This is an optimization exercise on Yosys and OpenROAD, whose aim is small area, not a production implementation. The RTL was checked by simulation tests, not by an equivalence proof against the original design. Power is estimated from default activity; no workload was simulated.

File: flow/flow/run.sh
#!/bin/bash
set -euo pipefail
bash standard.sh \
  "BUFFER_PORTS_ARGS=-buffer_cell sky130_fd_sc_hd__buf_1" \
  "CTS_ARGS=-sink_clustering_enable -repair_clock_nets -sink_clustering_size 14 -sink_clustering_max_diameter 60 -buf_list sky130_fd_sc_hd__clkbuf_8 -dont_use_dummy_load" \
  "RECOVER_POWER=100" \
  finish > standard.log 2>&1
File: flow/standard.sh
#!/bin/bash
# synth_recipe.tcl (not shown) runs the flow's synth.tcl, then flattens the netlist and writes it again
# the make line also repeats each setting of config.mk as NAME=value (left out here)
make -C /OpenROAD-flow-scripts/flow DESIGN_CONFIG=/design/flow/config.mk WORK_HOME=/design/flow/orfs CLKGATE_MAP_FILE= SYNTH_SCRIPT=/design/flow/synth_recipe.tcl "${@:-finish}"
File: flow/config.mk
export PLATFORM = sky130hd
export DESIGN_NAME = conv2D_int16
export DESIGN_NICKNAME = conv2D_int16
export VERILOG_FILES = /design/flow/design.v
export SDC_FILE = /design/flow/constraint.sdc
export NUM_CORES = 4
export LEC_CHECK = 0
export CAP_MARGIN = 20
export CORE_MARGIN = 2
export CORE_UTILIZATION = 45
export CTS_BUF_LIST = sky130_fd_sc_hd__clkbuf_8
export CTS_CLUSTER_DIAMETER = 60
export CTS_CLUSTER_SIZE = 14
export GPL_TIMING_DRIVEN = 1
export PLACE_DENSITY = 0.6
export SLEW_MARGIN = 20
export SYNTH_HIERARCHICAL = 1
export SYNTH_MINIMUM_KEEP_SIZE = 0
File: flow/constraint.sdc
create_clock -name core_clock -period 16.0 [get_ports {S_AXIS_ACLK}]
set_input_delay 3.2000 -clock core_clock [delete_from_list [all_inputs] [get_ports {S_AXIS_ACLK}]]
set_output_delay 3.2000 -clock core_clock [all_outputs]
set_load 0.01 [all_outputs]
File: flow/design.v
`timescale 1ns / 1ps
module conv2D_int16(
    input wire  M_AXIS_ACLK,
    input wire  M_AXIS_ARESETN,
    input wire  S_AXIS_ACLK,
    input wire  S_AXIS_ARESETN,
    output wire  M_AXIS_TVALID,
    output wire [15:0] M_AXIS_TDATA,
    output wire [1:0] M_AXIS_TKEEP,
    output wire  M_AXIS_TLAST,
    input wire  M_AXIS_TREADY,
    output wire  S_AXIS_TREADY,
    input wire [15:0] S_AXIS_TDATA,
    input wire [1:0] S_AXIS_TKEEP,
    input wire  S_AXIS_TLAST,
    input wire  S_AXIS_TVALID
    );
    localparam IDLE = 3'd0, FILTER = 3'd1, FILL = 3'd2, STREAM = 3'd3, DRAIN = 3'd4;
    reg [2:0] state;
    reg [1:0] row;       
    reg [1:0] col;       
    wire RX = M_AXIS_TREADY && S_AXIS_TVALID;
    wire s_idle   = state == IDLE;
    wire s_filter = state == FILTER;
    wire s_fill   = state == FILL;
    wire s_stream = state == STREAM;
    wire s_drain  = state == DRAIN;
    wire ph0 = row == 2'd0;
    wire ph1 = row == 2'd1;
    wire ph2 = row == 2'd2;
    wire take = (s_fill || s_stream) && RX;          
    wire pad  = s_drain && !ph2;                     
    wire adv  = take || pad;                         
    assign S_AXIS_TREADY = M_AXIS_TREADY;
    assign M_AXIS_TKEEP  = 2'b11;
    assign M_AXIS_TLAST  = s_drain;
    assign M_AXIS_TVALID = ph2 && (s_drain || (s_stream && S_AXIS_TVALID));
    reg [15:0] f [0:8];
    integer i;
    always @(posedge S_AXIS_ACLK) begin
        if ((s_idle || s_filter) && RX) begin
            f[0] <= S_AXIS_TDATA;
            for (i = 1; i < 9; i = i + 1) f[i] <= f[i-1];
        end
    end
    wire [15:0] cA = ({16{ph0}} & f[2]) | ({16{ph1}} & f[5]) | ({16{ph2}} & f[8]);  
    wire [15:0] cB = ({16{ph0}} & f[1]) | ({16{ph1}} & f[4]) | ({16{ph2}} & f[7]);  
    wire [15:0] cC = ({16{ph0}} & f[0]) | ({16{ph1}} & f[3]) | ({16{ph2}} & f[6]);  
    wire [15:0] x = S_AXIS_TDATA & {16{take}};
    wire [16:0] xe = {x, 1'b0};
    wire [7:0] one, two, neg;
    genvar k;
    generate for (k = 0; k < 8; k = k + 1) begin : enc
        assign one[k] = xe[2*k] ^ xe[2*k+1];
        assign two[k] = (xe[2*k+2] & ~xe[2*k+1] & ~xe[2*k]) | (~xe[2*k+2] & xe[2*k+1] & xe[2*k]);
        assign neg[k] = xe[2*k+2];
    end endgenerate
    reg [15:0] O, P0, P1, P2;
    wire [15:0] sA, sB, sC;
    mac16 mA (.one(one), .two(two), .neg(neg), .c(cA), .acc(P0), .y(sA));
    mac16 mB (.one(one), .two(two), .neg(neg), .c(cB), .acc(P1), .y(sB));
    mac16 mC (.one(one), .two(two), .neg(neg), .c(cC), .acc(P2), .y(sC));
    wire shift = adv && ph0;
    always @(posedge S_AXIS_ACLK) begin
        if (shift) O <= sA;
        P0 <= shift ? sB : sA;
        P1 <= shift ? sC : sB;
        P2 <= shift ? 16'd0 : sC;
    end
    assign M_AXIS_TDATA = O;
    always @(posedge S_AXIS_ACLK) begin
        if (!S_AXIS_ARESETN) begin
            state <= IDLE;
            row   <= 2'd0;
            col   <= 2'd0;
        end else begin
            if (adv) row <= ph2 ? 2'd0 : row + 2'd1;
            case (state)
                IDLE: begin
                    if (RX) state <= FILTER;
                    else begin
                        row <= 2'd0;
                        col <= 2'd0;
                    end
                end
                FILTER: if (RX && S_AXIS_TLAST) state <= FILL;
                FILL: if (RX) begin
                    if (ph2) col <= col + 2'd1;
                    if (ph0 && col == 2'd3) state <= STREAM;
                end
                STREAM: if (RX && S_AXIS_TLAST) state <= DRAIN;
                DRAIN: if (ph2 && M_AXIS_TREADY) state <= IDLE;
                default: state <= IDLE;
            endcase
        end
    end
endmodule
module mac16(input wire [7:0] one, input wire [7:0] two, input wire [7:0] neg, input wire [15:0] c, input wire [15:0] acc, output wire [15:0] y);
wire p1;
wire p2;
wire p3;
wire p4;
wire p5;
wire p6;
wire p7;
wire p8;
wire p9;
wire p10;
wire p11;
wire p12;
wire p13;
wire p14;
wire p15;
wire p16;
wire p17;
wire p18;
wire p19;
wire p20;
wire p21;
wire p22;
wire p23;
wire p24;
wire p25;
wire p26;
wire p27;
wire p28;
wire p29;
wire p30;
wire p31;
wire p32;
wire p33;
wire p34;
wire p35;
wire p36;
wire p37;
wire p38;
wire p39;
wire p40;
wire p41;
wire p42;
wire p43;
wire p44;
wire p45;
wire p46;
wire p47;
wire p48;
wire p49;
wire p50;
wire p51;
wire p52;
wire p53;
wire p54;
wire p55;
wire p56;
wire p57;
wire p58;
wire p59;
wire p60;
wire p61;
wire p62;
wire p63;
wire p64;
wire p65;
wire p66;
wire p67;
wire p68;
wire p69;
wire p70;
wire p71;
wire p72;
wire s73;
wire k74;
wire s75;
wire k76;
wire s77;
wire k78;
wire s79;
wire k80;
wire s81;
wire k82;
wire s83;
wire k84;
wire s85;
wire k86;
wire s87;
wire k88;
wire s89;
wire k90;
wire s91;
wire k92;
wire s93;
wire k94;
wire s95;
wire k96;
wire s97;
wire k98;
wire s99;
wire k100;
wire s101;
wire k102;
wire s103;
wire k104;
wire s105;
wire k106;
wire s107;
wire k108;
wire s109;
wire k110;
wire s111;
wire k112;
wire s113;
wire k114;
wire s115;
wire k116;
wire s117;
wire k118;
wire s119;
wire k120;
wire s121;
wire k122;
wire s123;
wire k124;
wire s125;
wire k126;
wire s127;
wire k128;
wire s129;
wire k130;
wire s131;
wire k132;
wire s133;
wire k134;
wire s135;
wire k136;
wire s137;
wire k138;
wire s139;
wire k140;
wire s141;
wire k142;
wire s143;
wire k144;
wire s145;
wire k146;
wire s147;
wire k148;
wire s149;
wire k150;
wire s151;
wire k152;
wire s153;
wire k154;
wire s155;
wire k156;
wire s157;
wire k158;
wire s159;
wire k160;
wire s161;
wire k162;
wire s163;
wire k164;
wire s165;
wire k166;
wire s167;
wire k168;
wire s169;
wire k170;
wire s171;
wire k172;
wire s173;
wire k174;
wire s175;
wire k176;
wire s177;
wire k178;
wire s179;
wire k180;
wire s181;
wire k182;
wire s183;
wire k184;
wire s185;
wire k186;
wire s187;
wire k188;
wire s189;
wire k190;
wire s191;
wire k192;
wire s193;
wire k194;
wire s195;
wire k196;
wire s197;
wire k198;
wire s199;
wire k200;
wire s201;
wire s202;
wire s203;
wire s204;
wire s205;
wire s206;
wire s207;
wire s208;
assign p1 = (c[0] & one[0]) ^ neg[0];
assign p2 = ((c[1] & one[0]) | (c[0] & two[0])) ^ neg[0];
assign p3 = ((c[2] & one[0]) | (c[1] & two[0])) ^ neg[0];
assign p4 = ((c[3] & one[0]) | (c[2] & two[0])) ^ neg[0];
assign p5 = ((c[4] & one[0]) | (c[3] & two[0])) ^ neg[0];
assign p6 = ((c[5] & one[0]) | (c[4] & two[0])) ^ neg[0];
assign p7 = ((c[6] & one[0]) | (c[5] & two[0])) ^ neg[0];
assign p8 = ((c[7] & one[0]) | (c[6] & two[0])) ^ neg[0];
assign p9 = ((c[8] & one[0]) | (c[7] & two[0])) ^ neg[0];
assign p10 = ((c[9] & one[0]) | (c[8] & two[0])) ^ neg[0];
assign p11 = ((c[10] & one[0]) | (c[9] & two[0])) ^ neg[0];
assign p12 = ((c[11] & one[0]) | (c[10] & two[0])) ^ neg[0];
assign p13 = ((c[12] & one[0]) | (c[11] & two[0])) ^ neg[0];
assign p14 = ((c[13] & one[0]) | (c[12] & two[0])) ^ neg[0];
assign p15 = ((c[14] & one[0]) | (c[13] & two[0])) ^ neg[0];
assign p16 = ((c[15] & one[0]) | (c[14] & two[0])) ^ neg[0];
assign p17 = (c[0] & one[1]) ^ neg[1];
assign p18 = ((c[1] & one[1]) | (c[0] & two[1])) ^ neg[1];
assign p19 = ((c[2] & one[1]) | (c[1] & two[1])) ^ neg[1];
assign p20 = ((c[3] & one[1]) | (c[2] & two[1])) ^ neg[1];
assign p21 = ((c[4] & one[1]) | (c[3] & two[1])) ^ neg[1];
assign p22 = ((c[5] & one[1]) | (c[4] & two[1])) ^ neg[1];
assign p23 = ((c[6] & one[1]) | (c[5] & two[1])) ^ neg[1];
assign p24 = ((c[7] & one[1]) | (c[6] & two[1])) ^ neg[1];
assign p25 = ((c[8] & one[1]) | (c[7] & two[1])) ^ neg[1];
assign p26 = ((c[9] & one[1]) | (c[8] & two[1])) ^ neg[1];
assign p27 = ((c[10] & one[1]) | (c[9] & two[1])) ^ neg[1];
assign p28 = ((c[11] & one[1]) | (c[10] & two[1])) ^ neg[1];
assign p29 = ((c[12] & one[1]) | (c[11] & two[1])) ^ neg[1];
assign p30 = ((c[13] & one[1]) | (c[12] & two[1])) ^ neg[1];
assign p31 = (c[0] & one[2]) ^ neg[2];
assign p32 = ((c[1] & one[2]) | (c[0] & two[2])) ^ neg[2];
assign p33 = ((c[2] & one[2]) | (c[1] & two[2])) ^ neg[2];
assign p34 = ((c[3] & one[2]) | (c[2] & two[2])) ^ neg[2];
assign p35 = ((c[4] & one[2]) | (c[3] & two[2])) ^ neg[2];
assign p36 = ((c[5] & one[2]) | (c[4] & two[2])) ^ neg[2];
assign p37 = ((c[6] & one[2]) | (c[5] & two[2])) ^ neg[2];
assign p38 = ((c[7] & one[2]) | (c[6] & two[2])) ^ neg[2];
assign p39 = ((c[8] & one[2]) | (c[7] & two[2])) ^ neg[2];
assign p40 = ((c[9] & one[2]) | (c[8] & two[2])) ^ neg[2];
assign p41 = ((c[10] & one[2]) | (c[9] & two[2])) ^ neg[2];
assign p42 = ((c[11] & one[2]) | (c[10] & two[2])) ^ neg[2];
assign p43 = (c[0] & one[3]) ^ neg[3];
assign p44 = ((c[1] & one[3]) | (c[0] & two[3])) ^ neg[3];
assign p45 = ((c[2] & one[3]) | (c[1] & two[3])) ^ neg[3];
assign p46 = ((c[3] & one[3]) | (c[2] & two[3])) ^ neg[3];
assign p47 = ((c[4] & one[3]) | (c[3] & two[3])) ^ neg[3];
assign p48 = ((c[5] & one[3]) | (c[4] & two[3])) ^ neg[3];
assign p49 = ((c[6] & one[3]) | (c[5] & two[3])) ^ neg[3];
assign p50 = ((c[7] & one[3]) | (c[6] & two[3])) ^ neg[3];
assign p51 = ((c[8] & one[3]) | (c[7] & two[3])) ^ neg[3];
assign p52 = ((c[9] & one[3]) | (c[8] & two[3])) ^ neg[3];
assign p53 = (c[0] & one[4]) ^ neg[4];
assign p54 = ((c[1] & one[4]) | (c[0] & two[4])) ^ neg[4];
assign p55 = ((c[2] & one[4]) | (c[1] & two[4])) ^ neg[4];
assign p56 = ((c[3] & one[4]) | (c[2] & two[4])) ^ neg[4];
assign p57 = ((c[4] & one[4]) | (c[3] & two[4])) ^ neg[4];
assign p58 = ((c[5] & one[4]) | (c[4] & two[4])) ^ neg[4];
assign p59 = ((c[6] & one[4]) | (c[5] & two[4])) ^ neg[4];
assign p60 = ((c[7] & one[4]) | (c[6] & two[4])) ^ neg[4];
assign p61 = (c[0] & one[5]) ^ neg[5];
assign p62 = ((c[1] & one[5]) | (c[0] & two[5])) ^ neg[5];
assign p63 = ((c[2] & one[5]) | (c[1] & two[5])) ^ neg[5];
assign p64 = ((c[3] & one[5]) | (c[2] & two[5])) ^ neg[5];
assign p65 = ((c[4] & one[5]) | (c[3] & two[5])) ^ neg[5];
assign p66 = ((c[5] & one[5]) | (c[4] & two[5])) ^ neg[5];
assign p67 = (c[0] & one[6]) ^ neg[6];
assign p68 = ((c[1] & one[6]) | (c[0] & two[6])) ^ neg[6];
assign p69 = ((c[2] & one[6]) | (c[1] & two[6])) ^ neg[6];
assign p70 = ((c[3] & one[6]) | (c[2] & two[6])) ^ neg[6];
assign p71 = (c[0] & one[7]) ^ neg[7];
assign p72 = ((c[1] & one[7]) | (c[0] & two[7])) ^ neg[7];
fa_cell us73 (.a(acc[0]), .b(neg[0]), .c(p1), .s(s73), .co(k74));
fa_cell us75 (.a(acc[1]), .b(p2), .c(k74), .s(s75), .co(k76));
fa_cell us77 (.a(acc[2]), .b(neg[1]), .c(p3), .s(s77), .co(k78));
fa_cell us79 (.a(p17), .b(s77), .c(k76), .s(s79), .co(k80));
fa_cell us81 (.a(acc[3]), .b(p4), .c(p18), .s(s81), .co(k82));
fa_cell us83 (.a(k78), .b(s81), .c(k80), .s(s83), .co(k84));
fa_cell us85 (.a(acc[4]), .b(neg[2]), .c(p5), .s(s85), .co(k86));
fa_cell us87 (.a(p19), .b(p31), .c(k82), .s(s87), .co(k88));
fa_cell us89 (.a(s85), .b(s87), .c(k84), .s(s89), .co(k90));
fa_cell us91 (.a(acc[5]), .b(p6), .c(p20), .s(s91), .co(k92));
fa_cell us93 (.a(p32), .b(k86), .c(s91), .s(s93), .co(k94));
fa_cell us95 (.a(k88), .b(s93), .c(k90), .s(s95), .co(k96));
fa_cell us97 (.a(acc[6]), .b(neg[3]), .c(p7), .s(s97), .co(k98));
fa_cell us99 (.a(p21), .b(p33), .c(p43), .s(s99), .co(k100));
fa_cell us101 (.a(k92), .b(s97), .c(s99), .s(s101), .co(k102));
fa_cell us103 (.a(k94), .b(s101), .c(k96), .s(s103), .co(k104));
fa_cell us105 (.a(acc[7]), .b(p8), .c(p22), .s(s105), .co(k106));
fa_cell us107 (.a(p34), .b(p44), .c(k98), .s(s107), .co(k108));
fa_cell us109 (.a(k100), .b(s105), .c(k102), .s(s109), .co(k110));
fa_cell us111 (.a(s107), .b(s109), .c(k104), .s(s111), .co(k112));
fa_cell us113 (.a(acc[8]), .b(neg[4]), .c(p9), .s(s113), .co(k114));
fa_cell us115 (.a(p23), .b(p35), .c(p45), .s(s115), .co(k116));
fa_cell us117 (.a(p53), .b(k106), .c(s113), .s(s117), .co(k118));
fa_cell us119 (.a(s115), .b(k108), .c(s117), .s(s119), .co(k120));
fa_cell us121 (.a(k110), .b(s119), .c(k112), .s(s121), .co(k122));
fa_cell us123 (.a(acc[9]), .b(p10), .c(p24), .s(s123), .co(k124));
fa_cell us125 (.a(p36), .b(p46), .c(p54), .s(s125), .co(k126));
fa_cell us127 (.a(k114), .b(k116), .c(s123), .s(s127), .co(k128));
fa_cell us129 (.a(s125), .b(k118), .c(s127), .s(s129), .co(k130));
fa_cell us131 (.a(k120), .b(s129), .c(k122), .s(s131), .co(k132));
fa_cell us133 (.a(acc[10]), .b(neg[5]), .c(p11), .s(s133), .co(k134));
fa_cell us135 (.a(p25), .b(p37), .c(p47), .s(s135), .co(k136));
fa_cell us137 (.a(p55), .b(p61), .c(k124), .s(s137), .co(k138));
fa_cell us139 (.a(k126), .b(s133), .c(s135), .s(s139), .co(k140));
fa_cell us141 (.a(k128), .b(s137), .c(s139), .s(s141), .co(k142));
fa_cell us143 (.a(k130), .b(s141), .c(k132), .s(s143), .co(k144));
fa_cell us145 (.a(acc[11]), .b(p12), .c(p26), .s(s145), .co(k146));
fa_cell us147 (.a(p38), .b(p48), .c(p56), .s(s147), .co(k148));
fa_cell us149 (.a(p62), .b(k134), .c(k136), .s(s149), .co(k150));
fa_cell us151 (.a(s145), .b(s147), .c(k138), .s(s151), .co(k152));
fa_cell us153 (.a(k140), .b(s149), .c(s151), .s(s153), .co(k154));
fa_cell us155 (.a(k142), .b(s153), .c(k144), .s(s155), .co(k156));
fa_cell us157 (.a(acc[12]), .b(neg[6]), .c(p13), .s(s157), .co(k158));
fa_cell us159 (.a(p27), .b(p39), .c(p49), .s(s159), .co(k160));
fa_cell us161 (.a(p57), .b(p63), .c(p67), .s(s161), .co(k162));
fa_cell us163 (.a(k146), .b(k148), .c(s157), .s(s163), .co(k164));
fa_cell us165 (.a(s159), .b(s161), .c(k150), .s(s165), .co(k166));
fa_cell us167 (.a(s163), .b(k152), .c(s165), .s(s167), .co(k168));
fa_cell us169 (.a(k154), .b(s167), .c(k156), .s(s169), .co(k170));
fa_cell us171 (.a(acc[13]), .b(p14), .c(p28), .s(s171), .co(k172));
fa_cell us173 (.a(p40), .b(p50), .c(p58), .s(s173), .co(k174));
fa_cell us175 (.a(p64), .b(p68), .c(k158), .s(s175), .co(k176));
fa_cell us177 (.a(k160), .b(k162), .c(s171), .s(s177), .co(k178));
fa_cell us179 (.a(s173), .b(k164), .c(s175), .s(s179), .co(k180));
fa_cell us181 (.a(s177), .b(k166), .c(s179), .s(s181), .co(k182));
fa_cell us183 (.a(k168), .b(s181), .c(k170), .s(s183), .co(k184));
fa_cell us185 (.a(acc[14]), .b(neg[7]), .c(p15), .s(s185), .co(k186));
fa_cell us187 (.a(p29), .b(p41), .c(p51), .s(s187), .co(k188));
fa_cell us189 (.a(p59), .b(p65), .c(p69), .s(s189), .co(k190));
fa_cell us191 (.a(p71), .b(k172), .c(k174), .s(s191), .co(k192));
fa_cell us193 (.a(s185), .b(s187), .c(s189), .s(s193), .co(k194));
fa_cell us195 (.a(k176), .b(k178), .c(s191), .s(s195), .co(k196));
fa_cell us197 (.a(s193), .b(k180), .c(s195), .s(s197), .co(k198));
fa_cell us199 (.a(k182), .b(s197), .c(k184), .s(s199), .co(k200));
assign s201 = acc[15] ^ p16 ^ p30;
assign s202 = p42 ^ p52 ^ p60;
assign s203 = p66 ^ p70 ^ p72;
assign s204 = k186 ^ k188 ^ k190;
assign s205 = s201 ^ s202 ^ s203;
assign s206 = k192 ^ k194 ^ s204;
assign s207 = s205 ^ k196 ^ s206;
assign s208 = k198 ^ s207 ^ k200;
assign y = {s208, s199, s183, s169, s155, s143, s131, s121, s111, s103, s95, s89, s83, s79, s75, s73};
endmodule
module fa_cell(input wire a, input wire b, input wire c, output wire s, output wire co);
assign s = a ^ b ^ c;
assign co = (a & b) | (a & c) | (b & c);
endmodule
module ha_cell(input wire a, input wire b, output wire s, output wire co);
assign s = a ^ b;
assign co = a & b;
endmodule
==> results.rst, run 1 <==
.. list-table::
   :header-rows: 1

   * - Metric
     - Value
   * - Fraction of final layout cells sized beyond drive strength 1
     - 0.0772
   * - Hold Crit Class
     - flip-flop to flip-flop
   * - Die width
     - 196 µm
   * - Crit path DAT
     - around 14 ns
   * - Final number of max-transition violations
     - 220
   * - Die outline height
     - ~200 µm
   * - Crit start category
     - input pin
   * - Layout check faults
     - capacitance limit, slew limit
   * - Number of post-CTS setup repair buffers
     - 0
   * - Dominant combinational cell family by area after synthesis
     - adder cells
   * - Compound-cell area share of the yosys netlist
     - 0.109
   * - Share of synthesized area occupied by flip-flops and latches
     - 0.355
   * - Reg clk slew, reported paths
     - approximately 0.090 ns
   * - Total Wirelength
     - between 40000 and 50000 µm
   * - Final ANT Viol Nets
     - 0
   * - N_diodes
     - 0
   * - TritonCTS clock tree
     - built
   * - Critical path class
     - input pin to flip-flop
   * - Number of clock sinks seen by CTS
     - between 200 and 250
   * - Final-report hold violation count
     - 0
   * - FF+latch count, synth
     - between 200 and 250
   * - Kind of capture point of the worst setup path
     - flip-flop
   * - Req. time, crit path
     - ~16 ns
   * - Syn avg cell area
     - approximately 12 µm²
   * - Post-detail-place hpwl
     - around 28000 µm
   * - Proportion of synthesized area in mux cells
     - 0.0590
   * - Via count of the first global-routing pass
     - about 11000
   * - CTS hold repair buffers
     - 0
   * - Mean number of vias per cell
     - between 5 and 6
   * - # DRC
     - 0
   * - Post-synth ARST share
     - 0
   * - Clock root buffer
     - sky130_fd_sc_hd__clkbuf_8
   * - Clock period minus final worst setup slack
     - around 13 ns
   * - Max FO, Critical Path
     - 19
   * - Area share of and/or/nand/nor cells after synthesis
     - 0.0444
   * - Fill cell count
     - approximately 3400
   * - Post-synthesis instance area
     - 0.0166 mm²
   * - RSZ-0062 raised after global routing
     - no
   * - Setup violations, final
     - 0
   * - Max Clock Skew
     - about 0.095 ns
   * - Initial DRT Pass Iterations
     - 5
   * - Vias after detailed routing
     - 10400
   * - Aggregate global-route resource usage
     - 0.222
   * - H-Tree Level Count
     - 1
   * - Maximum number of pins on one net before global-route repair
     - between 90 and 100
   * - Worst Tran Pin Value
     - roughly 4.7 ns
   * - Leakage
     - ~5.9 nW
   * - Placeable core region
     - between 0.03 and 0.04 mm²
   * - Crit-path slowest cell
     - sky130_fd_sc_hd__nor2b_1
   * - Worst skew pair latency
     - 0.62 ns
   * - Number of distinct library cells after synthesis
     - about 40
   * - Routability Congestion
     - between 0.8 and 0.9
   * - Fraction of the core area covered by cells at the end of the flow
     - 0.469
   * - Largest voltage drop on the vdd net
     - ~0.000055 V
   * - Global route overflow
     - 0
   * - Largest stage delay, worst path
     - 1.49 ns
   * - Cell area power density
     - roughly 83 mW/mm²
   * - Sum of negative setup slack
     - 0 ns
   * - Num CTS Buffers
     - 27
   * - Global-route wire length before repair
     - 65500 µm
   * - Count of flip-flops with a built-in enable after synthesis
     - 160
   * - Worst hold slack after final layout
     - around 0.40 ns
   * - Count of boundary I/O pins
     - 46
   * - Routed wirelength normalized by instance count
     - between 20 and 25 µm
   * - Cts repair resizes
     - 0
   * - Tightest slew margin relative to the limit
     - -2.15
   * - Number of instances in the synthesized netlist
     - between 1000 and 1500
   * - Top_reg_cell synth
     - sky130_fd_sc_hd__edfxtp_1
   * - Starting Density
     - 0.455
   * - Fmax
     - around 76 MHz
   * - Number of warning messages in the yosys log
     - 8
   * - Overall die area
     - 0.0385 mm²
   * - FP Rows
     - 70
   * - Result of the run
     - failed layout checks
   * - Max capacitance violation total
     - 5
   * - Adder and majority gate portion of the synthesized area
     - 0.232
   * - Number of antenna violations at the first check in global routing
     - 0
   * - Number of buffers inserted by port buffering
     - 39
   * - Nets
     - around 1500
   * - Layout overhead on the synthesized area
     - 3.06%
   * - Cell repeated most along the worst path
     - sky130_fd_sc_hd__fa_1
   * - Area share of xor/xnor cells in the synthesized design
     - 0.144
   * - Number of buffers between clock root and the deepest sink
     - 3
   * - Number of design-rule violations left by the first detailed-router iteration
     - 890
   * - Portion of the clock cycle consumed by the worst path in the final layout
     - 0.827
-- state kept, by name (all words and copies together), names as in the netlist --
register	cells
O	16
P0	16
P1	16
P2	16
col	2
f	144
row	2
state	3
-- synth_stat cells (9+ instances only) --
master	instances	area, µm²
sky130_fd_sc_hd__buf_6	10	113
sky130_fd_sc_hd__fa_1	192	3840
sky130_fd_sc_hd__buf_2	13	65.1
sky130_fd_sc_hd__o21ai_0	49	245
sky130_fd_sc_hd__nor2_1	16	60.1
sky130_fd_sc_hd__clkbuf_1	69	259
sky130_fd_sc_hd__nand3b_1	9	67.6
sky130_fd_sc_hd__buf_1	15	56.3
sky130_fd_sc_hd__xnor2_1	256	2240
sky130_fd_sc_hd__mux2i_1	50	500
sky130_fd_sc_hd__a22oi_1	192	1440
sky130_fd_sc_hd__nand2_1	84	315
sky130_fd_sc_hd__dfxtp_1	55	1100
sky130_fd_sc_hd__xor2_1	10	87.6
sky130_fd_sc_hd__and2_1	25	156
sky130_fd_sc_hd__a21oi_1	10	50.1
sky130_fd_sc_hd__edfxtp_1	160	4800
sky130_fd_sc_hd__buf_4	55	413
sky130_fd_sc_hd__mux2_4	32	480
-- kinds of logic after synthesis --
family,after synthesis
multiplexers,82
AND/OR/NAND/NOR,150
XOR/XNOR,269
buffers and inverters,168
other,1
flip-flops,215
AO/OA/AOI/OAI,258
adder cells (fa/ha/maj),193
-- modules after synthesis (local to each module, per instance) --
module	flops+latches	cells inside	area (µm²)
fa_cell	0	1	20.0
conv2D_int16	215	532	8170
mac16	0	204	1540
-- final cells by class --
type / instances / area [µm²] / share of cell area
clock buffers: 27 / 372 / 0.0217
inverters: 2 / 7.51 / 0.000438
multi-input cells: 954 / 9680 / 0.565
flip-flops and latches: 215 / 5910 / 0.345
well taps: 468 / 586 / 0.0342
repair buffers: 97 / 571 / 0.0333
-- routing by layer --
metal  global-route usage  up-vias  part of all wire
met5                    0        -                 0
met4               0.0676        0             0.025
met1                0.310     5362              0.44
met3               0.0268       88             0.066
li1                     -     4495                 -
met2                0.366      438              0.46
-- power breakdown --
part           internal [mW]  switching, mW  total (mW)
sequential             0.687         0.0441       0.731
clock                  0.148          0.196       0.345
combinational          0.162          0.187       0.348
total                  0.997          0.427        1.42
-- through the flow --
stage / setup slack (ns) / power [mW] / instances / area [µm²]
3_5_place_dp: 3.39 / 1.13 / 1736 / 16900
2_1_floorplan: 2.04 / 1.11 / 1337 / 16600
5_1_grt: 2.36 / 1.52 / 1763 / 17100
3_3_place_gp: 3.41 / 1.12 / 1736 / 16900
4_1_cts: 3.99 / 1.48 / 1763 / 17300
6_report: 2.77 / 1.42 / 1763 / 17100
-- layout by cell type (no fill, tap or decap), drive strengths merged --
master / synthesis / final
ha: 1 / 1
a211o: 2 / 2
xnor2: 256 / 256
dfxtp: 55 / 55
a31oi: 1 / 1
nand4b: 1 / 1
a22oi: 192 / 192
nand2: 84 / 84
nor2b: 3 / 3
o31ai: 1 / 1
xnor3: 3 / 3
nand3: 1 / 1
nand4: 1 / 1
nand2b: 3 / 3
nor3: 1 / 1
nand3b: 9 / 9
buf: 93 / 78
a2111o: 1 / 1
and4bb: 1 / 1
nor2: 16 / 16
and2b: 1 / 1
o21ai: 50 / 50
and2: 25 / 25
edfxtp: 160 / 160
mux2: 32 / 32
a32oi: 1 / 1
xor2: 10 / 10
and4b: 1 / 1
inv: 2 / 2
conb: 1 / 2
clkbuf: 73 / 46
mux2i: 50 / 50
a21oi: 10 / 10
fa: 192 / 192
nor3b: 1 / 1
or3b: 2 / 2
-- critical path, delay by kind of cell --
| kind | cells | cell delay (ns) |
|---|---|---|
| XOR/XNOR | 6 | 1.39 |
| adder cells (fa/ha/maj) | 14 | 5.70 |
| buffers and inverters | 1 | 0.25 |
| AND/OR/NAND/NOR | 3 | 2.53 |
| AO/OA/AOI/OAI | 1 | 0.29 |
| multiplexers | 1 | 0.32 |
-- path summary, 6_finish.rpt --
check / startpoint / slack, ns / end / depth (start not counted)
max: S_AXIS_TVALID / 2.77 / P0[15]$_DFF_P_ / 26
min: f[4][9]$_DFFE_PP_ / 0.40 / f[5][9]$_DFFE_PP_ / 0
max reg2reg: state[1]$_SDFFE_PN0P_ / 5.12 / P0[15]$_DFF_P_ / 25
min reg2reg: f[4][9]$_DFFE_PP_ / 0.40 / f[5][9]$_DFFE_PP_ / 0
==> run 2, diff against run 1 <==
--- a/flow/design.v
+++ b/flow/design.v
@@ -53,7 +53,7 @@
     generate for (k = 0; k < 8; k = k + 1) begin : enc
         assign one[k] = xe[2*k] ^ xe[2*k+1];
         assign two[k] = (xe[2*k+2] & ~xe[2*k+1] & ~xe[2*k]) | (~xe[2*k+2] & xe[2*k+1] & xe[2*k]);
-        assign neg[k] = xe[2*k+2];
+        assign neg[k] = xe[2*k+2] & ~(xe[2*k+1] & xe[2*k]);
     end endgenerate
     reg [15:0] O, P0, P1, P2;
     wire [15:0] sA, sB, sC;
==> flow/flow/run.sh (replaced) <==
#!/bin/bash
set -euo pipefail
bash standard.sh \
  "BUFFER_PORTS_ARGS=-buffer_cell sky130_fd_sc_hd__buf_1" \
  "CTS_ARGS=-sink_clustering_enable -repair_clock_nets -sink_clustering_size 14 -sink_clustering_max_diameter 60 -buf_list sky130_fd_sc_hd__clkbuf_8 -dont_use_dummy_load" \
  finish > standard.log 2>&1
==> run 2 against run 1 <==
Effect of this change: the run now finishes clean; flip-flop and latch count unchanged; total power up 3.5%; clock-buffer cell count down 2; maximum frequency up 6.9%; core utilization up 0.60 points; critical path type unchanged; critical endpoint is now P1[15]$_DFF_P_.
==> results.rst, run 2 <==
.. list-table::
   :header-rows: 1

   * - Metric
     - Value
   * - Result of the run
     - timing/DRC/antenna clean
   * - Max capacitance violation total
     - 0 (-5)
   * - Hold Crit Class
     - flip-flop to flip-flop
   * - List of most frequent post-synthesis cells
     - sky130_fd_sc_hd__xnor2_1 (256), sky130_fd_sc_hd__a22oi_1 (192), sky130_fd_sc_hd__fa_1 (192)
   * - Clock root buffer
     - sky130_fd_sc_hd__clkbuf_8
   * - Worst skew pair latency
     - 0.61 ns (about the same)
   * - Largest voltage drop on the vdd net
     - 0.0000640 V (+16%)
   * - Maximum number of pins on one net before global-route repair
     - 83 (-9.8%)
   * - Fraction of final layout cells sized beyond drive strength 1
     - 0.113 (+0.0359)
   * - Post-synthesis instance area
     - 0.0167 mm² (+0.20%)
   * - Count of boundary I/O pins
     - 46 (unchanged)
   * - # DRC
     - 0 (unchanged)
   * - Reg2Reg Setup Slack
     - 5.88 ns (+0.76 ns)
   * - Number of antenna violations at the first check in global routing
     - 0 (unchanged)
   * - Max FO, Critical Path
     - 45 (+26)
   * - Kind of capture point of the worst setup path
     - flip-flop
   * - FF+latch count, synth
     - 215 (unchanged)
   * - Setup violations, final
     - 0 (unchanged)
   * - Fill cell count
     - 3268 (-2.5%)
   * - Initial DRT Pass Iterations
     - 6 (+1)
   * - Startpoint of the lowest-slack hold path
     - f[4][2]$_DFFE_PP_
   * - Number of buffers between clock root and the deepest sink
     - 3 (unchanged)
   * - Worst r2r path cells
     - 26 (+4.0%)
   * - Register ranked first by flip-flop count
     - f
   * - Mean number of vias per cell
     - 5.88 (-0.11%)
   * - Share of synthesized area occupied by flip-flops and latches
     - 0.355 (-0.000721)
   * - Worst Tran Pin Value
     - 1.17 ns (-3.56 ns)
   * - TritonCTS clock tree
     - built
   * - Reg clk slew, reported paths
     - 0.09 ns (about the same)
   * - Number of buffers inserted by port buffering
     - 39 (unchanged)
   * - Starting Density
     - 0.456 (+0.000925)
   * - Die outline height
     - 196 µm (about the same)
   * - Compound-cell area share of the yosys netlist
     - 0.110 (+0.00113)
   * - Leakage
     - 6.12 nW (+3.4%)
   * - Number of post-CTS setup repair buffers
     - 0 (unchanged)
   * - Max Clock Skew
     - 0.0617 ns (-0.0331 ns)
   * - Dominant combinational cell family by area after synthesis
     - adder cells
   * - CTS hold repair buffers
     - 0 (unchanged)
   * - RSZ-0062 raised after global routing
     - no
   * - Max FFs per register
     - 144 (unchanged)
   * - Vias after detailed routing
     - 10400 (+0.17%)
   * - Minimum setup slack after placement
     - 3.20 ns (-0.197 ns)
   * - Library cell with the largest summed area after synthesis
     - sky130_fd_sc_hd__edfxtp_1
   * - Final number of max-transition violations
     - 0 (-100%)
   * - Placeable core region
     - 0.0365 mm² (unchanged)
   * - Number of instances in the synthesized netlist
     - 1341 (+0.37%)
   * - Fraction of the core area covered by cells at the end of the flow
     - 0.475 (+0.00596)
   * - Critical path class
     - input pin to flip-flop
   * - Cells on Worst Hold Path
     - 0 (unchanged)
   * - Area share of xor/xnor cells in the synthesized design
     - 0.144 (-0.000293)
   * - Via count of the first global-routing pass
     - 11400 (+1.2%)
   * - Routability Congestion
     - 0.852 (+2.2%)
   * - Crit start category
     - input pin
   * - Nets
     - 1520 (+0.33%)
   * - Most frequent cells in the layout
     - sky130_fd_sc_hd__xnor2_1 (256), sky130_fd_sc_hd__a22oi_1 (192), sky130_fd_sc_hd__fa_1 (192)
   * - Crit path DAT
     - 12.87 ns (-0.83 ns)
   * - Routed wirelength normalized by instance count
     - 23.8 µm (-1.1%)
   * - Final ANT Viol Nets
     - 0 (unchanged)
   * - Cell area power density
     - 84.9 mW/mm² (+2.2%)
   * - Die width
     - 196 µm (about the same)
   * - Fmax
     - 80.8 MHz (+6.9%)
   * - Overall die area
     - 0.0386 mm² (+0.20%)
   * - FP Rows
     - 70 (unchanged)
   * - Top_reg_cell synth
     - sky130_fd_sc_hd__edfxtp_1
   * - Launch instance of the worst register-to-register path
     - state[1]$_SDFFE_PN0P_
   * - Syn avg cell area
     - 12.4 µm² (-0.17%)
   * - Number of clock sinks seen by CTS
     - 215 (unchanged)
   * - Worst Slack Setup Final
     - 3.63 ns (+0.857 ns)
   * - Tightest slew margin relative to the limit
     - 0.220 (+2.37)
   * - Post-detail-place hpwl
     - 28000 µm (+0.97%)
   * - Cts repair resizes
     - 0 (unchanged)
   * - Top cell type's share of synthesized area
     - 0.289 (-0.000586)
   * - Layout overhead on the synthesized area
     - 4.16%
   * - Number of distinct library cells after synthesis
     - 45 (+9.8%)
   * - Most common cell after layout, fill and taps aside
     - sky130_fd_sc_hd__xnor2_1
   * - Adder and majority gate portion of the synthesized area
     - 0.232 (-0.000471)
   * - H-Tree Level Count
     - 1 (unchanged)
   * - Aggregate global-route resource usage
     - 0.225 (+0.00239)
   * - N_diodes
     - 0 (unchanged)
   * - Final-report hold violation count
     - 0 (unchanged)
   * - Number of design-rule violations left by the first detailed-router iteration
     - 975 (+9.6%)
   * - Total Wirelength
     - 42000 µm (-0.84%)
   * - Most instantiated library cell after synthesis
     - sky130_fd_sc_hd__xnor2_1
   * - Cells taking the most area after synthesis
     - sky130_fd_sc_hd__edfxtp_1 (29%), sky130_fd_sc_hd__fa_1 (23%), sky130_fd_sc_hd__xnor2_1 (13%)
   * - Req. time, crit path
     - 16.50 ns (+0.03 ns)
   * - Clock period minus final worst setup slack
     - 12.37 ns (-0.857 ns)
   * - Num CTS Buffers
     - 25 (-7.4%)
   * - Terminating pin of the worst hold path
     - f[5][2]$_DFFE_PP_
   * - Crit Reg-Reg Endpoint
     - P1[15]$_DFF_P_
   * - Area share of and/or/nand/nor cells after synthesis
     - 0.0453 (+0.000887)
   * - Number of warning messages in the yosys log
     - 8 (unchanged)
   * - Post-synth ARST share
     - 0 (unchanged)
   * - Global route overflow
     - 0 (unchanged)
   * - Count of flip-flops with a built-in enable after synthesis
     - 160 (unchanged)
   * - Proportion of synthesized area in mux cells
     - 0.0589 (-0.000120)
   * - Portion of the clock cycle consumed by the worst path in the final layout
     - 0.773 (-0.0536)
   * - Sum of negative setup slack
     - 0 ns (unchanged)
   * - Global-route wire length before repair
     - 66600 µm (+1.7%)
run 2: cells by family after synthesis:
| kind of cell | after synthesis |
|---|---|
| compound gates | 261 |
| flops | 215 |
| simple gates | 149 |
| buf+inv | 171 |
| other cells | 1 |
| mux | 82 |
| fa+ha+maj | 193 |
| xor+xnor | 269 |
run 2: where the power goes:
group	leakage [nW]	internal, mW	switching [mW]
clock network	0.180	0.138	0.199
registers	1.96	0.687	0.0453
logic	3.99	0.206	0.198
total	6.12	1.03	0.442
run 2: worst max-delay path by stage:
stage | from | end | slack, ns | cells after the start
floorplan | M_AXIS_TREADY | f[0][0]$_DFFE_PP_ | 1.98 | 3
global placement | M_AXIS_TREADY | P0[15]$_DFF_P_ | 3.23 | 27
detailed placement | M_AXIS_TREADY | P0[15]$_DFF_P_ | 3.20 | 27
CTS | M_AXIS_TREADY | P1[15]$_DFF_P_ | 3.77 | 27
global route | M_AXIS_TREADY | P1[15]$_DFF_P_ | 3.28 | 27
finish | M_AXIS_TREADY | P1[15]$_DFF_P_ | 3.63 | 27
run 2: cell type report:
cell class                      count  area, µm²  share of cell area
Multi-Input combinational cell    956       9890               0.570
Sequential cell                   215       5910               0.341
Timing Repair Buffer               99        597              0.0344
Tap cell                          468        586              0.0338
Clock buffer                       25        344              0.0198
Inverter                            5       20.0             0.00115
run 2: Yosys stat by module (local to each module, per instance):
module / area (µm²) / cells / flip-flops and latches
conv2D_int16: 8200 / 537 / 215
mac16: 1540 / 204 / 0
fa_cell: 20.0 / 1 / 0
run 2: through the flow:
step | cells | hold slack (ns) | power (mW) | area, µm²
floorplan | 1342 | 0.426 | 1.12 | 16700
global placement | 1743 | 0.427 | 1.14 | 17000
CTS | 1768 | 0.407 | 1.49 | 17300
detailed placement | 1743 | 0.432 | 1.15 | 17000
global route | 1768 | 0.416 | 1.56 | 17300
finish | 1768 | 0.415 | 1.47 | 17300
run 2: metal layers:
metal | vias to the layer above | track usage | share of wire
met5 | - | 0 | 0
met4 | 0 | 0.0637 | 0.022
met3 | 68 | 0.0291 | 0.070
met2 | 393 | 0.366 | 0.47
met1 | 5395 | 0.317 | 0.44
li1 | 4545 | - | -
run 2: critical path: stages:
cell	delay (ns)
sky130_fd_sc_hd__buf_1	0.25
sky130_fd_sc_hd__and4b_1	0.58
sky130_fd_sc_hd__and2_4	0.48
sky130_fd_sc_hd__nor2b_4	0.21
sky130_fd_sc_hd__buf_4	0.50
sky130_fd_sc_hd__a22oi_1	0.20
sky130_fd_sc_hd__xnor2_1	0.21
sky130_fd_sc_hd__fa_1	0.46
sky130_fd_sc_hd__fa_1	0.42
sky130_fd_sc_hd__fa_1	0.39
sky130_fd_sc_hd__fa_1	0.40
sky130_fd_sc_hd__fa_1	0.40
sky130_fd_sc_hd__fa_1	0.40
sky130_fd_sc_hd__fa_1	0.39
sky130_fd_sc_hd__fa_1	0.40
sky130_fd_sc_hd__fa_1	0.40
sky130_fd_sc_hd__fa_1	0.41
sky130_fd_sc_hd__fa_1	0.40
sky130_fd_sc_hd__fa_1	0.40
sky130_fd_sc_hd__fa_1	0.41
sky130_fd_sc_hd__fa_1	0.40
sky130_fd_sc_hd__xor2_1	0.17
sky130_fd_sc_hd__xnor2_1	0.16
sky130_fd_sc_hd__xnor3_1	0.42
sky130_fd_sc_hd__xnor2_1	0.15
sky130_fd_sc_hd__xnor2_1	0.41
sky130_fd_sc_hd__mux2_4	0.23
==> run 3, diff against run 2 <==
--- a/flow/design.v
+++ b/flow/design.v
@@ -53,7 +53,7 @@
     generate for (k = 0; k < 8; k = k + 1) begin : enc
         assign one[k] = xe[2*k] ^ xe[2*k+1];
         assign two[k] = (xe[2*k+2] & ~xe[2*k+1] & ~xe[2*k]) | (~xe[2*k+2] & xe[2*k+1] & xe[2*k]);
-        assign neg[k] = xe[2*k+2] & ~(xe[2*k+1] & xe[2*k]);
+        assign neg[k] = xe[2*k+2];
     end endgenerate
     reg [15:0] O, P0, P1, P2;
     wire [15:0] sA, sB, sC;
==> flow/flow/run.sh (replaced) <==
#!/bin/bash
set -euo pipefail
bash standard.sh \
  "BUFFER_PORTS_ARGS=-buffer_cell sky130_fd_sc_hd__buf_1" \
  "CTS_ARGS=-sink_clustering_enable -repair_clock_nets -sink_clustering_size 10 -sink_clustering_max_diameter 50 -buf_list sky130_fd_sc_hd__clkbuf_4 -dont_use_dummy_load" \
  finish > standard.log 2>&1
==> run 3 against run 2 <==
Effect of this change: still clean on timing, DRC and antenna; via count rose by 0.98%; register-to-register slack improved by 0.38 ns; critical path depth fell by 1; total power fell by 4.0%; global-route usage barely moved; clock power fell by 11%; critical path type unchanged; largest cell class unchanged; highest routed layer unchanged.
==> results.rst, run 3 <==
.. list-table::
   :header-rows: 1

   * - Metric
     - Value
   * - Via count of the first global-routing pass
     - 11400 (+0.035%)
   * - Post-detail-place hpwl
     - 27700 µm (-0.96%)
   * - Register ranked first by flip-flop count
     - f
   * - Max FO, Critical Path
     - 19 (-58%)
   * - Launch instance of the worst register-to-register path
     - state[1]$_SDFFE_PN0P_
   * - Number of buffers between clock root and the deepest sink
     - 3 (unchanged)
   * - Initial DRT Pass Iterations
     - 5 (-1)
   * - Starting Density
     - 0.455 (-0.000925)
   * - Die outline height
     - 196 µm (about the same)
   * - Critical path class
     - input pin to flip-flop
   * - Startpoint of the lowest-slack hold path
     - f[4][9]$_DFFE_PP_
   * - Clock root buffer
     - sky130_fd_sc_hd__clkbuf_4
   * - Share of synthesized area occupied by flip-flops and latches
     - 0.355 (+0.000721)
   * - Global route overflow
     - 0 (unchanged)
   * - Top Usage Layer GRT
     - met2
   * - Post-synth ARST share
     - 0 (unchanged)
   * - Post-synthesis instance area
     - 0.0166 mm² (-0.20%)
   * - Part of the total power dissipated in the clock network
     - 0.212 (-0.017)
   * - Count of flip-flops with a built-in enable after synthesis
     - 160 (unchanged)
   * - Total Wirelength
     - 42200 µm (+0.45%)
   * - Count of boundary I/O pins
     - 46 (unchanged)
   * - Number of distinct library cells after synthesis
     - 41 (-8.9%)
   * - Crit path DAT
     - 12.58 ns (-0.29 ns)
   * - Max capacitance violation total
     - 0 (unchanged)
   * - Maximum number of pins on one net before global-route repair
     - 92 (+11%)
   * - Fmax
     - 83.7 MHz (+3.6%)
   * - Cells taking the most area after synthesis
     - sky130_fd_sc_hd__edfxtp_1 (29%), sky130_fd_sc_hd__fa_1 (23%), sky130_fd_sc_hd__xnor2_1 (13%)
   * - Number of clock sinks seen by CTS
     - 215 (unchanged)
   * - Internal power contribution
     - 0.989 mW (-4.1%)
   * - Syn avg cell area
     - 12.4 µm² (+0.17%)
   * - Max FFs per register
     - 144 (unchanged)
   * - Number of warning messages in the yosys log
     - 8 (unchanged)
   * - RSZ-0062 raised after global routing
     - no
   * - Met1 Track Usage GR
     - 0.305 (-0.0121)
   * - CTS hold repair buffers
     - 0 (unchanged)
   * - Final-report hold violation count
     - 0 (unchanged)
   * - GR met3 Demand/Resource
     - 0.0394 (+0.0103)
   * - Top_reg_cell synth
     - sky130_fd_sc_hd__edfxtp_1
   * - FF+latch count, synth
     - 215 (unchanged)
   * - H-Tree Level Count
     - 2 (+1)
   * - Number of post-CTS setup repair buffers
     - 0 (unchanged)
   * - Aggregate global-route resource usage
     - 0.225 (about the same)
   * - Largest voltage drop on the vdd net
     - 0.0000412 V (-36%)
   * - TritonCTS clock tree
     - built
   * - Power share of the combinational group
     - 0.273 (about the same)
   * - Non-filler cells, final
     - 1775 (+0.40%)
   * - Fill cell count
     - 3323 (+1.7%)
   * - Fraction of final layout cells sized beyond drive strength 1
     - 0.116 (+0.00340)
   * - Number of instances in the synthesized netlist
     - 1336 (-0.37%)
   * - Reg clk slew, reported paths
     - 0.09 ns (about the same)
   * - Top cell type's share of synthesized area
     - 0.289 (+0.000586)
   * - Leakage
     - 6.09 nW (-0.52%)
   * - Vias after detailed routing
     - 10500 (+0.98%)
   * - Post-placement cell count
     - 1736 (-0.40%)
   * - Cts repair resizes
     - 0 (unchanged)
   * - Result of the run
     - timing/DRC/antenna clean
   * - Num CTS Buffers
     - 37 (+48%)
   * - Library cell with the largest summed area after synthesis
     - sky130_fd_sc_hd__edfxtp_1
   * - Worst skew pair latency
     - 0.73 ns (+0.12 ns)
   * - Overall die area
     - 0.0385 mm² (-0.20%)
   * - Routed wirelength normalized by instance count
     - 23.8 µm (about the same)
   * - Most instantiated library cell after synthesis
     - sky130_fd_sc_hd__xnor2_1
   * - Cell area power density
     - 82.1 mW/mm² (-3.3%)
   * - Layout overhead on the synthesized area
     - 3.62%
   * - Sw frac
     - 0.301 (+0.000961)
   * - Mean number of vias per cell
     - 5.92 (+0.58%)
   * - Final ANT Viol Nets
     - 0 (unchanged)
   * - Nets
     - 1525 (+0.33%)
   * - List of most frequent post-synthesis cells
     - sky130_fd_sc_hd__xnor2_1 (256), sky130_fd_sc_hd__a22oi_1 (192), sky130_fd_sc_hd__fa_1 (192)
   * - Fraction of the core area covered by cells at the end of the flow
     - 0.472 (-0.00343)
   * - Clock period minus final worst setup slack
     - 11.95 ns (-0.425 ns)
   * - Worst Tran Pin Value
     - 1.18 ns (+0.0122 ns)
   * - Max Clock Skew
     - 0.0921 ns (+0.0304 ns)
   * - Most common cell after layout, fill and taps aside
     - sky130_fd_sc_hd__xnor2_1
   * - Kind of capture point of the worst setup path
     - flip-flop
   * - Number of design-rule violations left by the first detailed-router iteration
     - 889 (-8.8%)
   * - Switch Pwr
     - 0.426 mW (-3.7%)
   * - Final number of max-transition violations
     - 0 (unchanged)
   * - Hold Crit Class
     - flip-flop to flip-flop
   * - Number of buffers inserted by port buffering
     - 39 (unchanged)
   * - Relative contribution of sequential cells to total power
     - 0.515 (+0.018)
   * - # DRC
     - 0 (unchanged)
   * - Portion of the clock cycle consumed by the worst path in the final layout
     - 0.747 (-0.0266)
   * - Most frequent cells in the layout
     - sky130_fd_sc_hd__xnor2_1 (256), sky130_fd_sc_hd__a22oi_1 (192), sky130_fd_sc_hd__fa_1 (192)
   * - Placeable core region
     - 0.0365 mm² (unchanged)
   * - Number of antenna violations at the first check in global routing
     - 2 (+2)
   * - Global-route wire length before repair
     - 65600 µm (-1.6%)
   * - Crit start category
     - input pin
   * - Die width
     - 196 µm (about the same)
   * - Req. time, crit path
     - 16.63 ns (+0.13 ns)
   * - Sum of negative setup slack
     - 0 ns (unchanged)
   * - Tightest slew margin relative to the limit
     - 0.209 (-0.0110)
   * - FP Rows
     - 70 (unchanged)
   * - Launching instance or port of the critical path
     - M_AXIS_TREADY
   * - Total power after layout
     - 1.41 mW (-4.0%)
   * - Met2 Usage GRT
     - 0.365 (-0.000808)
   * - Setup violations, final
     - 0 (unchanged)
   * - Routability Congestion
     - 0.833 (-2.1%)
## run 3: path summary, 6_finish.rpt
path | end | slack, ns | depth (start not counted)
setup / recovery | P0[15]$_DFF_P_ | 4.05 | 26
hold / removal | f[5][9]$_DFFE_PP_ | 0.41 | 0
setup reg to reg | P0[15]$_DFF_P_ | 6.26 | 25
hold reg to reg | f[5][9]$_DFFE_PP_ | 0.41 | 0
## run 3: power by group through the flow
| stage | combinational [mW] | clock [mW] | sequential (mW) |
|---|---|---|---|
| floorplan | 0.368 | 0 | 0.738 |
| global placement | 0.379 | 0 | 0.741 |
| detailed placement | 0.386 | 0 | 0.742 |
| CTS | 0.388 | 0.316 | 0.731 |
| global route | 0.434 | 0.335 | 0.740 |
| finish | 0.386 | 0.300 | 0.729 |
## run 3: logic make-up (layout without fill, tap and decap cells)
| kind of cell | after synthesis | after routing | synth area share |
|---|---|---|---|
| compound gates | 258 | 258 | 0.109 |
| xor+xnor | 269 | 269 | 0.144 |
| fa+ha+maj | 193 | 193 | 0.232 |
| buf+inv | 168 | 136 | 0.0562 |
| flops | 215 | 215 | 0.355 |
| mux | 82 | 82 | 0.0590 |
| other cells | 1 | 4 | 0.000226 |
| simple gates | 150 | 150 | 0.0444 |
## run 3: Yosys stat by module (local to each module, per instance)
module | flip-flops and latches | cells inside
fa_cell | 0 | 1
conv2D_int16 | 215 | 532
mac16 | 0 | 204
## run 3: area by class of cell
class | count | area [µm²] | area share
Clock buffer | 37 | 278 | 0.0161
Antenna cell | 2 | 5.00 | 0.000291
Inverter | 2 | 7.51 | 0.000436
Tap cell | 468 | 586 | 0.0340
Multi-Input combinational cell | 954 | 9850 | 0.572
Sequential cell | 215 | 5910 | 0.343
Timing Repair Buffer | 97 | 586 | 0.0340
## run 3: per-layer routing
layer	vias to the layer above	wire [µm]	share of wire
met5	-	0	0
met4	0	1030	0.024
met2	409	19900	0.47
li1	4533	-	-
met3	88	2730	0.065
met1	5473	18600	0.44
## run 3: metrics by stage
| stage | worst slack, ns | instance area, µm² | hold slack [ns] |
|---|---|---|---|
| 6_report | 4.05 | 17200 | 0.412 |
| 5_1_grt | 3.70 | 17200 | 0.416 |
| 4_1_cts | 4.11 | 17200 | 0.409 |
| 3_5_place_dp | 3.39 | 16900 | 0.432 |
| 3_3_place_gp | 3.41 | 16900 | 0.427 |
| 2_1_floorplan | 2.04 | 16600 | 0.426 |
## run 3: critical path: stages
cell                      delay, ns
sky130_fd_sc_hd__buf_1         0.28
sky130_fd_sc_hd__and4b_4       0.43
sky130_fd_sc_hd__and2_4        0.42
sky130_fd_sc_hd__nor2b_4       0.61
sky130_fd_sc_hd__a22oi_1       0.20
sky130_fd_sc_hd__xnor2_1       0.21
sky130_fd_sc_hd__fa_1          0.46
sky130_fd_sc_hd__fa_1          0.41
sky130_fd_sc_hd__fa_1          0.40
sky130_fd_sc_hd__fa_1          0.39
sky130_fd_sc_hd__fa_1          0.41
sky130_fd_sc_hd__fa_1          0.43
sky130_fd_sc_hd__fa_1          0.43
sky130_fd_sc_hd__fa_1          0.42
sky130_fd_sc_hd__fa_1          0.40
sky130_fd_sc_hd__fa_1          0.39
sky130_fd_sc_hd__fa_1          0.40
sky130_fd_sc_hd__fa_1          0.40
sky130_fd_sc_hd__fa_1          0.40
sky130_fd_sc_hd__fa_1          0.39
sky130_fd_sc_hd__xor2_1        0.16
sky130_fd_sc_hd__xnor2_1       0.16
sky130_fd_sc_hd__xnor3_1       0.41
sky130_fd_sc_hd__xnor2_1       0.15
sky130_fd_sc_hd__xnor2_1       0.38
sky130_fd_sc_hd__mux2_4        0.22

==> port drivers added, routing unchanged <==
Ports are ideal in the flow. The routed layouts listed here were re-timed in OpenROAD.
Step 1: set_driving_cell puts a clkbuf_16 on S_AXIS_ACLK and a buf_2 on each other input, an assumption about the parent block.
Step 2, shift: input delay + t, output delay - t, t = (earliest + latest rising clock arrival at the registers) / 2. This alone moves slack from input paths to output paths.
Three values: no drivers, after step 1, after step 2; two values: the first two.
run | t (ns) | slack for setup (ns) | pins driven straight from the clock port
run 1 | 0.625 | 2.772 / 2.798 / 2.173 | 1
run 2 | 0.627 | 3.630 / 3.656 / 3.028 | 1
run 3 | 0.735 | 4.055 / 4.081 / 3.346 | 1
The setup slack of run 3, which loses most, moves by +0.026 ns with the drivers and by -0.709 ns with both steps.
